This design comes from an exercise in tuning for small area and a short achievable clock period on the open sky130 flow, not from production work.
Function was checked by simulation only, so behaviour that the tests miss may differ from the original.
Power is estimated from default activity; no workload was simulated.

==> flow/design.v <==
module FP16_add #(
    parameter C0 = 1,    
    parameter C1 = 1,    
    parameter C2 = 1,    
    parameter C3 = 1,    
    parameter C4 = 1,    
    parameter C5 = 1     
)(
    input wire [15:0]data1,
    input wire [15:0]data2,
    input wire clk,
    input wire rst,
    input wire input_valid,
    output reg [15:0]data_o,
    output reg output_update
    );
    localparam NS = C0 + C1 + C2 + C3 + C4 + C5;
    reg [NS-1:0] vld;
    always @(posedge clk or posedge rst) begin
        if (rst) vld <= {NS{1'b0}};
        else     vld <= {vld[NS-2:0], input_valid};
    end
    always @(*) output_update = vld[NS-1];
    wire [15:0] a, b;
    generate if (C0) begin : g0
        reg [15:0] ra, rb;
        always @(posedge clk) begin ra <= data1; rb <= data2; end
        assign a = ra; assign b = rb;
    end else begin : p0
        assign a = data1; assign b = data2;
    end endgenerate
    wire [4:0] ea = a[14:10], eb = b[14:10];
    wire ovf_0 = (&a) | (&b);                  
    wire gt_0 = a[14:0] > b[14:0];             
    wire egt = ea > eb;
    wire [4:0] dab = ea - eb, dba = eb - ea;
    wire [4:0] d = egt ? dab : dba;            
    wire [4:0] eh_0 = egt ? ea : eb;           
    wire eq0 = ~(|ea) & ~(|eb);
    wire lowz_0 = ~eq0 & ~((|ea) & (|eb));
    wire [4:0] sh_0 = d;
    wire zall_0 = eq0 & ~gt_0;                 
    wire [1:0] kill_0 = {ovf_0, zall_0};       
    wire sub_0 = a[15] ^ b[15];
    wire [9:0] fa_1, fb_1; wire gt_1, sa_1, sb_1, lowz_1; wire [4:0] sh_1; wire [4:0] eh_1; wire [1:0] kill_1;
    generate if (C1) begin : g1
        reg [9:0] r_fa, r_fb; reg r_gt, r_sa, r_sb, r_lowz; reg [4:0] r_sh; reg [4:0] r_eh; reg [1:0] r_kill;
        always @(posedge clk) begin
            r_fa <= a[9:0]; r_fb <= b[9:0]; r_gt <= gt_0; r_sa <= a[15]; r_sb <= b[15];
            r_lowz <= lowz_0; r_sh <= sh_0; r_eh <= eh_0; r_kill <= kill_0;
        end
        assign fa_1 = r_fa; assign fb_1 = r_fb; assign gt_1 = r_gt; assign sa_1 = r_sa; assign sb_1 = r_sb;
        assign lowz_1 = r_lowz; assign sh_1 = r_sh; assign eh_1 = r_eh; assign kill_1 = r_kill;
    end else begin : p1
        assign fa_1 = a[9:0]; assign fb_1 = b[9:0]; assign gt_1 = gt_0; assign sa_1 = a[15]; assign sb_1 = b[15];
        assign lowz_1 = lowz_0; assign sh_1 = sh_0; assign eh_1 = eh_0; assign kill_1 = kill_0;
    end endgenerate
    wire [9:0] fh_1 = gt_1 ? fa_1 : fb_1;
    wire [9:0] fl_1 = gt_1 ? fb_1 : fa_1;
    wire sgn_1 = gt_1 ? sa_1 : sb_1;
    wire sub_1 = sa_1 ^ sb_1;
    wire [22:0] low23 = {2'b01, fl_1, 11'd0} >> sh_1[3:0];
    wire drop = lowz_1 | (sh_1 > 5'd12);
    wire [12:0] al_1 = drop ? 13'd0 : low23[21:9];
    wire st_1 = ~drop & (|low23[8:0]);
    wire [13:0] lx_1 = {al_1, st_1} ^ {14{sub_1}};
    wire [5:0] eh1_1 = {1'b0, eh_1} + 6'd1;    
    wire [13:0] lx_2; wire [5:0] eh_2; wire [9:0] fh_2; wire sgn_2, sub_2; wire [1:0] kill_2;
    generate if (C2) begin : g2
        reg [13:0] r_lx; reg [5:0] r_eh; reg [9:0] r_fh; reg r_sgn, r_sub; reg [1:0] r_kill;
        always @(posedge clk) begin
            r_lx <= lx_1; r_eh <= eh1_1; r_fh <= fh_1;
            r_sgn <= sgn_1; r_sub <= sub_1; r_kill <= kill_1;
        end
        assign lx_2 = r_lx; assign eh_2 = r_eh; assign fh_2 = r_fh;
        assign sgn_2 = r_sgn; assign sub_2 = r_sub; assign kill_2 = r_kill;
    end else begin : p2
        assign lx_2 = lx_1; assign eh_2 = eh1_1; assign fh_2 = fh_1;
        assign sgn_2 = sgn_1; assign sub_2 = sub_1; assign kill_2 = kill_1;
    end endgenerate
    wire [14:0] hf = {2'b01, fh_2, 3'd0};
    wire [14:0] s_2 = hf + {sub_2, lx_2} + {14'd0, sub_2};
    wire [14:0] s_3; wire [5:0] eh_3; wire sgn_3; wire [1:0] kill_3;
    generate if (C3) begin : g3
        reg [14:0] r_s; reg [5:0] r_eh; reg r_sgn; reg [1:0] r_kill;
        always @(posedge clk) begin
            r_s <= s_2; r_eh <= eh_2; r_sgn <= sgn_2; r_kill <= kill_2;
        end
        assign s_3 = r_s; assign eh_3 = r_eh; assign sgn_3 = r_sgn; assign kill_3 = r_kill;
    end else begin : p3
        assign s_3 = s_2; assign eh_3 = eh_2; assign sgn_3 = sgn_2; assign kill_3 = kill_2;
    end endgenerate
    wire [11:0] t = s_3[14:3];
    wire z8 = ~(|t[11:4]);
    wire [7:0] t1 = z8 ? {t[3:0], 4'd0} : t[11:4];
    wire z4 = ~(|t1[7:4]);
    wire [3:0] t2 = z4 ? t1[3:0] : t1[7:4];
    wire z2 = ~(|t2[3:2]);
    wire [1:0] t3 = z2 ? t2[1:0] : t2[3:2];
    wire z1 = ~t3[1];
    wire [3:0] lz = {z8, z4, z2, z1};
    wire zero_3 = ~(|t);
    wire [14:0] n1 = z8 ? {s_3[6:0], 8'd0} : s_3;
    wire [14:0] n2 = z4 ? {n1[10:0], 4'd0} : n1;
    wire [14:0] n3 = z2 ? {n2[12:0], 2'd0} : n2;
    wire [14:0] n4 = z1 ? {n3[13:0], 1'd0} : n3;
    wire [9:0] m_3 = n4[13:4];                 
    wire rnd_3 = n4[3] & (n4[4] | (|n4[2:0]));
    wire c_3 = rnd_3 & (&m_3);                 
    wire [6:0] e0_3 = {1'b0, eh_3} - {3'd0, lz};
    wire [1:0] kill3 = {kill_3[1], kill_3[0] | zero_3};
    wire [9:0] m_4; wire rnd_4, c_4; wire [6:0] e0_4; wire sgn_4; wire [1:0] kill_4;
    generate if (C4) begin : g4
        reg [9:0] r_m; reg r_rnd, r_c; reg [6:0] r_e0; reg r_sgn; reg [1:0] r_kill;
        always @(posedge clk) begin
            r_m <= m_3; r_rnd <= rnd_3; r_c <= c_3; r_e0 <= e0_3; r_sgn <= sgn_3; r_kill <= kill3;
        end
        assign m_4 = r_m; assign rnd_4 = r_rnd; assign c_4 = r_c; assign e0_4 = r_e0;
        assign sgn_4 = r_sgn; assign kill_4 = r_kill;
    end else begin : p4
        assign m_4 = m_3; assign rnd_4 = rnd_3; assign c_4 = c_3; assign e0_4 = e0_3;
        assign sgn_4 = sgn_3; assign kill_4 = kill3;
    end endgenerate
    reg [9:0] mr;
    integer j;
    always @(*)
        for (j = 0; j < 10; j = j + 1)
            mr[j] = m_4[j] ^ (rnd_4 & (&(m_4 | ~((10'd1 << j) - 10'd1))));
    wire ones = &e0_4[4:0];
    wire ovf = (e0_4[6:5] == 2'b01) | (c_4 & ones & (e0_4[6:5] == 2'b00));
    wire neg = e0_4[6] & ~(c_4 & ones);
    wire [4:0] ef = e0_4[4:0] + {4'd0, c_4};
    wire f1 = kill_4[1] | ovf;
    wire f0 = kill_4[0] | neg;
    wire [15:0] res = f1 ? 16'hffff : f0 ? 16'h0000 : {sgn_4, ef, mr};
    generate if (C5) begin : g5
        reg [15:0] r_o;
        always @(posedge clk) r_o <= res;
        always @(*) data_o = r_o;
    end else begin : p5
        always @(*) data_o = res;
    end endgenerate
endmodule
make LEC_CHECK=0 ABC_AREA=1 CAP_MARGIN=20 CORE_MARGIN=2 CORE_UTILIZATION=40 CTS_BUF_LIST='sky130_fd_sc_hd__clkbuf_4 sky130_fd_sc_hd__clkbuf_8' PLACE_DENSITY=0.6 SETUP_SLACK_MARGIN=1.4 SLEW_MARGIN=20 finish   # period 4.0 ns
run.sh (not shown) runs the stock make flow with config.mk's settings and CLKGATE_MAP_FILE= SYNTH_SCRIPT=/design/flow/synth_recipe.tcl, a recipe that flattens the netlist after the stock synthesis.
The baseline completed with no timing, DRC or antenna violations.
Rerun with:
Settings changed: CTS_BUF_LIST sky130_fd_sc_hd__clkbuf_4 sky130_fd_sc_hd__clkbuf_8 to unset, SETUP_SLACK_MARGIN 1.4 to unset.
Effect: Design area went up by 1.3%; via count is lower by 0.47%; global-route usage barely changes; routed wire length came out lower by 0.96%; flip-flop and latch count stays the same; clock-buffer cell count is unchanged; sequential share of layout area is lower by 0.56 points; hold slack got worse by 0.0051 ns; setup slack degrades by 0.18 ns; power rose by 6.5%.
Rerun with:
Settings changed: CTS_BUF_LIST set to sky130_fd_sc_hd__clkbuf_4 sky130_fd_sc_hd__clkbuf_8, SETUP_SLACK_MARGIN set to 1.8.
=>
- setup slack is better by 0.36 ns
- non-clock buffer count increases by 27
- area after synthesis is unchanged
- die area stays the same
- cell area went up by a few percent
- routed wire length goes up by a few percent
- utilization is higher by 1.7 points
- total power is about the same
- critical path depth is higher by 1
- first-iteration DRC count is lower by a quarter to a third
- sequential power hardly moves
Rerun with:
==> flow/flow/run.sh (new file) <==
#!/bin/bash
# Standard ORFS layout, with the port buffers made from the smallest buffer
# cell instead of the delay cell buffer_ports picks by default.
set -euo pipefail
export BUFFER_PORTS_ARGS="-buffer_cell sky130_fd_sc_hd__buf_1"
bash standard.sh finish > standard_flow.log 2>&1
==> flow/standard.sh (new file) <==
#!/bin/bash
# synth_recipe.tcl (not shown) runs the flow's synth.tcl, then flattens the netlist and writes it again
# the make line also repeats each setting of config.mk as NAME=value (left out here)
make -C /OpenROAD-flow-scripts/flow DESIGN_CONFIG=/design/flow/config.mk WORK_HOME=/design/flow/orfs CLKGATE_MAP_FILE= SYNTH_SCRIPT=/design/flow/synth_recipe.tcl "${@:-finish}"
removed: flow/run.sh
What happened:
- The changed run finished with timing, DRC and antenna clean
- clock-buffer cell count fell by 6
- clock skew fell by 0.0056 ns
- first-iteration DRC count rose by 9.6%
- via count barely changes
- synthesized area is unchanged
Rerun with:
==> flow/run.sh (new file) <==
#!/bin/bash
# synth_recipe.tcl (not shown) runs the flow's synth.tcl, then flattens the netlist and writes it again
# the make line also repeats each setting of config.mk as NAME=value (left out here)
make -C /OpenROAD-flow-scripts/flow DESIGN_CONFIG=/design/flow/config.mk WORK_HOME=/design/flow/orfs CLKGATE_MAP_FILE= SYNTH_SCRIPT=/design/flow/synth_recipe.tcl finish
Settings changed: CTS_BUF_LIST sky130_fd_sc_hd__clkbuf_4 sky130_fd_sc_hd__clkbuf_8 to unset, SETUP_SLACK_MARGIN 1.8 to 1.4.
removed: flow/flow/run.sh
removed: flow/standard.sh
Outcome:
- cell area goes down slightly
- critical path depth grows by 1
- setup slack gets worse by 0.15 ns
- sequential power barely changes
- worst hold slack gets better by 0.13 ns
- clock power climbs by about a fifth
- via count shrinks by a few percent
- die area stays the same
- count of clock-buffer cells in the layout goes up by 3
- synthesized cell count is unchanged
- power falls slightly
Rerun with:
Settings changed: SETUP_SLACK_MARGIN 1.4 to 1.8.
Outcome:
- worst setup slack improves by 0.19 ns
- final area came out higher by 5.2%
- power came out higher by 6.8%
- die area stays the same
- non-clock buffer count came out higher by 25
- final cell count came out higher by 2.3%
- sequential share of layout area came out lower by 1.9 points
- via count came out higher by 3.8%
- maximum frequency came out higher by 8.4%
- wire length came out higher by 6.0%
- combinational power came out higher by 15%

[separate check: timing with driven ports]
How much do the figures lean on ideal ports? The routed layouts below were timed once more, with nothing changed but the port constraints.
Step 1, drivers: a clkbuf_16 drives clk and a buf_2 each remaining input, both assumed.
Step 2 adds t to the input delays and takes it off the output delays; t is the mean of the earliest and latest rising clock arrival at the registers after step 1. Input paths then give back, and output paths get back, about the clock's delay inside the block.
a / b / c = ideal / step 1 / step 2; a / b = the first two.
run	t, ns	setup slack, ns	worst setup path after step 2	clock arrival spread, ns
the first run	0.479	1.564 / 1.564 / 1.564	register to register	0.018 / 0.019
the second run	0.457	1.389 / 1.389 / 1.389	register to register	0.016 / 0.016
the third run	0.473	1.747 / 1.747 / 1.747	register to register	0.022 / 0.022
the fourth run	0.491	1.718 / 1.718 / 1.718	register to register	0.016 / 0.015
the fifth run	0.456	1.568 / 1.568 / 1.568	register to register	0.015 / 0.016
the sixth run	0.457	1.757 / 1.757 / 1.757	register to register	0.014 / 0.014
After both steps every run listed still meets setup and hold.
